What follows belongs to an exercise in optimizing a design on an open flow for small area; a production flow would make more cautious choices.
In this exercise RTL edits were held to simulation tests only and were not proved equivalent to the original.

==> flow/design.v, too long to show whole: its modules and the start of the top module <==
// module fma_fa: 4 lines
// module fma_pipeline: 1375 lines
module fma_pipeline #(
    parameter FP = 32,
    parameter FPexp = 8,
    parameter FPfrac = 23
    )(
    input   wire                    clk,
    input   wire                    rst_n,
    input   wire                    valid_in,
    input   wire    [FP - 1 : 0]    A_in,
    input   wire    [FP - 1 : 0]    B_in,
    input   wire    [FP - 1 : 0]    C_in,
    output  wire                    valid_out,
    output  wire    [FP - 1 : 0]    F_out
    );
  // ...
==> flow/flow/run.sh <==
#!/bin/bash
# Own layout flow: the standard flow, except that the final technology
# mapping in synthesis uses an area-oriented ABC script (area.abc) with a delay
# target. Everything else (synthesis passes, register names, floorplan, power
# grid, placement, CTS, routing) is the standard flow.
set -uo pipefail
HERE=$(pwd)
FLOWDIR=$HERE/flow
ABC_D=$(cat $FLOWDIR/abc_delay_ps)
sed -e "s/{D}/$ABC_D/g" $FLOWDIR/area.abc > $HERE/area_d.abc

# synthesis script: the standard flow's, with yosys' abc command wrapped to use our script
cat > $HERE/my_synth.tcl <<EOT
proc abc {args} {
  set out {}
  set i 0
  while {\$i < [llength \$args]} {
    set a [lindex \$args \$i]
    if {\$a eq "-script"} {
      incr i
      lappend out -script $HERE/area_d.abc
    } elseif {\$a eq "-D"} {
      incr i
      lappend out -D $ABC_D
    } else {
      lappend out \$a
    }
    incr i
  }
  if {[lsearch -exact \$out -D] < 0} { lappend out -D $ABC_D }
  yosys abc {*}\$out
}
source $HERE/synth_recipe.tcl
EOT

sed -e "s#SYNTH_SCRIPT=[^ ]*#SYNTH_SCRIPT=$HERE/my_synth.tcl#" standard.sh > $HERE/my_standard.sh
bash $HERE/my_standard.sh synth > $HERE/synth.log 2>&1 || { echo "synthesis failed"; tail -20 $HERE/synth.log; exit 1; }
bash standard.sh > $HERE/layout.log 2>&1 || { echo "layout failed"; tail -20 $HERE/layout.log; exit 1; }
==> flow/flow/abc_delay_ps <==
7000
==> flow/flow/area.abc <==
strash
dch
map -D {D}
topo
buffer -c
upsize -c -D {D}
dnsize -c -D {D}
==> flow/standard.sh <==
#!/bin/bash
# synth_recipe.tcl (not shown) runs the flow's synth.tcl, then flattens the netlist and writes it again
# the make line also repeats each setting of config.mk as NAME=value (left out here)
make -C /OpenROAD-flow-scripts/flow DESIGN_CONFIG=/design/flow/config.mk WORK_HOME=/design/flow/orfs CLKGATE_MAP_FILE= SYNTH_SCRIPT=/design/flow/synth_recipe.tcl "${@:-finish}"
==> flow/config.mk <==
export PLATFORM = sky130hd
export DESIGN_NAME = fma_pipeline
export DESIGN_NICKNAME = fma_pipeline
export VERILOG_FILES = /design/flow/design.v
export SDC_FILE = /design/flow/constraint.sdc
export NUM_CORES = 4
export LEC_CHECK = 0
export CAP_MARGIN = 20
export CORE_MARGIN = 2
export CORE_UTILIZATION = 40
export GPL_TIMING_DRIVEN = 0
export SLEW_MARGIN = 20
export SYNTH_HIERARCHICAL = 1
==> flow/constraint.sdc <==
create_clock -name core_clock -period 10.5 [get_ports {clk}]
set_input_delay 2.1000 -clock core_clock [delete_from_list [all_inputs] [get_ports {clk}]]
set_output_delay 2.1000 -clock core_clock [all_outputs]
set_load 0.01 [all_outputs]
==> results.py, run 1 <==
metrics = {
    "synth": {
        "synth.most_common_cell": "nand2_1",
        "synthAdderAreaFrac_pct": 28.87,
        "avgSynthCellArea_um2": 7.685,
        "synth_cell_type_count": 40,
        "synthSimpleGateAreaFrac_pct": 12.54,
        "synth-xor-area-share_pct": 13.57,
    },
    "grt": {
        "antenna_found_initial": 1,
        "grt_use_met1_pct": 40.67,
    },
    "timing": {
        "relSlewSlack_pct": 30.09,
        "hold_viol_final": 0,
    },
    "routing": {
        "wirelength_met1_um": 48040,
        "drtPass1Iterations": 6,
        "highest_layer": "met4",
        "drt_wl_total_um": 121900,
    },
    "final_layout": {
        "largestRegisters": "acc_f (47), p1 (47)",
        "nets": 4349,
        "seq_cells": 217,
        "nFillCells": 7046,
        "multi_input_gates": 2719,
    },
    "outcome": {
        "status": "finished clean",
    },
    "die": {
        "chipHeight_um": 267.1,
        "fp.dieArea_um2": 71340,
    },
    "worst_setup_path": {
        "r2r_start": "e1[2]$_SDFF_PP0_",
        "endpoint_kind": "flip-flop",
    },
    "cts": {
        "cts_hold_buffers": 0,
    },
}
==> inputs of run 2 (changes only) <==
--- a/flow/config.mk
+++ b/flow/config.mk
@@ -8,6 +8,5 @@
 export CAP_MARGIN = 20
 export CORE_MARGIN = 2
 export CORE_UTILIZATION = 40
-export GPL_TIMING_DRIVEN = 0
 export SLEW_MARGIN = 20
 export SYNTH_HIERARCHICAL = 1
==> run 2 against run 1 <==
  * Still clean on timing, DRC and antenna
  * Cell count down 1.2%
  * Utilization down 0.46 points
  * Global-route usage down 7.4 points
  * Register-to-register slack better by 0.17 ns
  * Area after synthesis unchanged
  * Sequential share of layout area up 0.13 points
  * Highest routed layer unchanged
==> results.py, run 2 <==
metrics = {
    "cts": {
        "cts_tree": "yes",
        "cts_root_buf": "clkbuf_16",
        "cts_buffer_depth": 3,
        "clkTransAtPathRegs_ns": 0.07,
        "clk_latency_ns": 0.53,
        "cts_buffers": 21,
        "htree_levels": 1,
        "cts_hold_buffers": 0,
        "clock_sinks": 217,
    },
    "synth": {
        "syn_inst": 3603,
        "synthAdderAreaFrac_pct": 28.87,
        "muxShareOfSynthArea_pct": 0.7592,
        "synth_top_area_cell": "fa_1",
        "ys_top_cells_by_area": "fa_1 (21%), dfxtp_1 (16%), xor2_1 (13%)",
        "synth_top_family_by_area": "adder cells",
        "synth_edf_count": 0,
        "ys_ff_latch": 217,
        "ys_seq_area_share_pct": 15.69,
        "yosysTopAreaCellShare_pct": 20.97,
        "synth_warnings": 7,
        "synthesis.area_um2": 27690,
        "avgSynthCellArea_um2": 7.685,
        "synth-xor-area-share_pct": 13.57,
        "netlist_top_cells_count": "nand2_1 (481), inv_1 (411), xor2_1 (404)",
        "synth_flop_cell": "dfxtp_1",
        "ys_async_sr_fraction_pct": 0,
        "synthSimpleGateAreaFrac_pct": 12.54,
        "synth_cell_type_count": 40,
        "synth.most_common_cell": "nand2_1",
        "syn_nets": 4167,
        "synth_compound_area_share_pct": 19.53,
    },
    "timing": {
        "finalMaxSlewViolations": 0,
        "fin_ws_ns": 0.5076,
        "hold_viol_final": 0,
        "setup_viol": 0,
        "final.setup.tns_ns": 0,
        "clock_skew_ns": 0.01293,
        "clock.fmax_mhz": 100.1,
        "timing.final.crit_share_pct": 95.17,
        "worst_pin_slew_ns": 0.9595,
        "relSlewSlack_pct": 35.36,
        "period_needed_ns": 9.992,
    },
    "grt": {
        "grtUsageTotal_pct": 26.41,
        "antenna_found_initial": 0,
        "grt_max_degree": 100,
        "grt_pass1_vias": 25440,
        "grt_pass1_wl_um": 146000,
        "overflow": 0,
    },
    "final_layout": {
        "flow.area_growth_from_synthesis_pct": 15.26,
        "final_cells": 4680,
        "drive_above_1_share_pct": 7.789,
        "largestRegisters": "acc_f (47), p1 (47)",
        "final_area_um2": 31920,
        "layout_commonest_cell": "nand2_1",
        "nets": 4301,
        "mostFrequentLayoutCells": "nand2_1 (478), inv_1 (410), xor2_1 (404)",
        "num_antenna_cells": 0,
        "nFillCells": 6970,
    },
    "placed_design": {
        "dpl.hpwl_um": 75630,
        "routabilityCongestion": 1.010,
        "numPortBuffers": 131,
        "dp_slack_ns": -0.1049,
        "placed_area_um2": 31140,
        "place_inst": 4638,
    },
    "worst_setup_path": {
        "cp.required_ns": 10.94,
        "reg2regPathDepth": 46,
        "max_stage_delay_ns": 0.57,
        "r2r_setup_slack_ns": 0.78,
        "cp-start-kind": "primary input",
        "endpoint_kind": "flip-flop",
        "cpMostUsedCell": "fa_1",
        "r2r_start": "e1[0]$_SDFF_PP0_",
        "critPathLaunch": "B_in[6]",
        "cp.arrival_ns": 10.43,
        "worstReg2RegEnd": "acc_f[10]$_SDFF_PN0_",
        "cp_max_fo": 6,
        "slowest_stage": "clkdlybuf4s50_1",
        "crit_type": "in -> reg",
    },
    "routing": {
        "drt_wl_total_um": 94960,
        "ant_nets": 0,
        "drtPass1Iterations": 6,
        "drc": 0,
        "drt-initial-drc-count": 1961,
        "routedWlPerCell_um": 20.29,
        "vias": 25890,
        "vias_per_cell": 5.531,
    },
    "die": {
        "fp.dieW_um": 267.1,
        "start_util_pct": 40.37,
        "chipHeight_um": 267.1,
        "rows": 96,
        "core_um2": 68590,
        "ioPinCount": 132,
        "fp.dieArea_um2": 71340,
    },
    "outcome": {
        "status": "finished clean",
    },
    "worst_hold_path": {
        "worst_hold_path.endpoint": "o4[16]$_DFF_P_",
        "holdPathStages": 0,
        "hp-start": "o3[16]$_SDFF_PP0_",
        "hp-class": "reg -> reg",
    },
    "run": {
        "maxCapViolations": 0,
    },
}
[run 2: cell types whose count changed in the layout (fill, tap and decap cells not counted), sizes merged, moves of 2 or more]
cell / change
clkinvlp: -2
dlymetal6s2s: -10
diode: -2
buf: +117
inv: -2
clkbuf: -179
clkdlybuf4s50: +21
[run 2: Yosys stat by module, one instance, submodules excluded]
module | times used | cells | flip-flops and latches
fma_fa | 264 | 1 | 0
fma_pipeline | 1 | 3339 | 217
[run 2: logic make-up after synthesis]
group	Yosys count
AO/OA/AOI/OAI	934
AND/OR/NAND/NOR	870
buffers and inverters	667
adder cells (fa/ha/maj)	465
XOR/XNOR	429
flip-flops	217
multiplexers	21
[run 2: routing by layer]
metal	vias up	track usage (%)	wire [um]
met3	244	2.391	5523
li1	12250	-	-
met1	12330	33.08	39010
met5	-	0	0
met4	0	13.23	5280
met2	1059	45.46	45140
[run 2: cell type report]
class                   instances  area (um^2)  area share, %
well taps                     931         1165          3.650
repair buffers                348         3149          9.867
inverters                     430         1618          5.069
flip-flops and latches        217         4344          13.61
clock buffers                  26        564.3          1.768
multi-input cells            2719        20960          65.68
clock inverters                 9        112.6         0.3528
[run 2: worst max-delay path by stage]
stage                                   to
final                     e1[9]$_SDFF_PP0_
after global placement    e1[9]$_SDFF_PP0_
after global routing      e1[9]$_SDFF_PP0_
after detailed placement  e1[9]$_SDFF_PP0_
after CTS                 e1[9]$_SDFF_PP0_
after floorplan           e1[9]$_SDFF_PP0_
[run 2: what timing repair did]
action                     CTS  global route
gates resized for setup      0            13
setup endpoints to repair    0            56
setup buffers                0             6
[run 2: per-stage QoR]
step                      hold WS [ns]  util [%]
final                           0.3231     46.53
after global routing            0.3308     46.53
after CTS                       0.3256     46.39
after detailed placement        0.3121     45.40
after global placement          0.3103     45.40
after floorplan                 0.3096         -
[run 2: worst max-delay path, delay by kind of cell]
family	cells	cell delay, ns
AO/OA/AOI/OAI	11	1.63
XOR/XNOR	1	0.19
adder cells (fa/ha/maj)	9	3.65
buffers and inverters	9	1.45
AND/OR/NAND/NOR	14	1.41

==> afterwards: timing with drivers on the ports <==
The results above use ideal ports. As a check the final layouts listed here were re-extracted and re-timed, cells and wires unchanged.
Step 1, drivers: a clkbuf_16 drives clk and a buf_2 each remaining input, both assumed.
Step 2, shift: input delay + t, output delay - t, t = (earliest + latest rising clock arrival at the registers) / 2. This alone moves slack from input paths to output paths.
a / b / c = ideal / step 1 / step 2; a / b = the first two.
run	t, ns	slack for setup (ns)	hold WS [ns]	cell pins on the clock port's net
run 1	0.599	0.376 / 0.408 / -0.190	0.316 / 0.316 / 0.316	1
run 2	0.583	0.508 / 0.535 / -0.048	0.323 / 0.323 / 0.323	1
With both steps, setup timing fails in run 1 and run 2, where it was met with ideal ports. The setup slack of run 1, which loses most, moves by +0.032 ns with the drivers and by -0.566 ns with both steps.
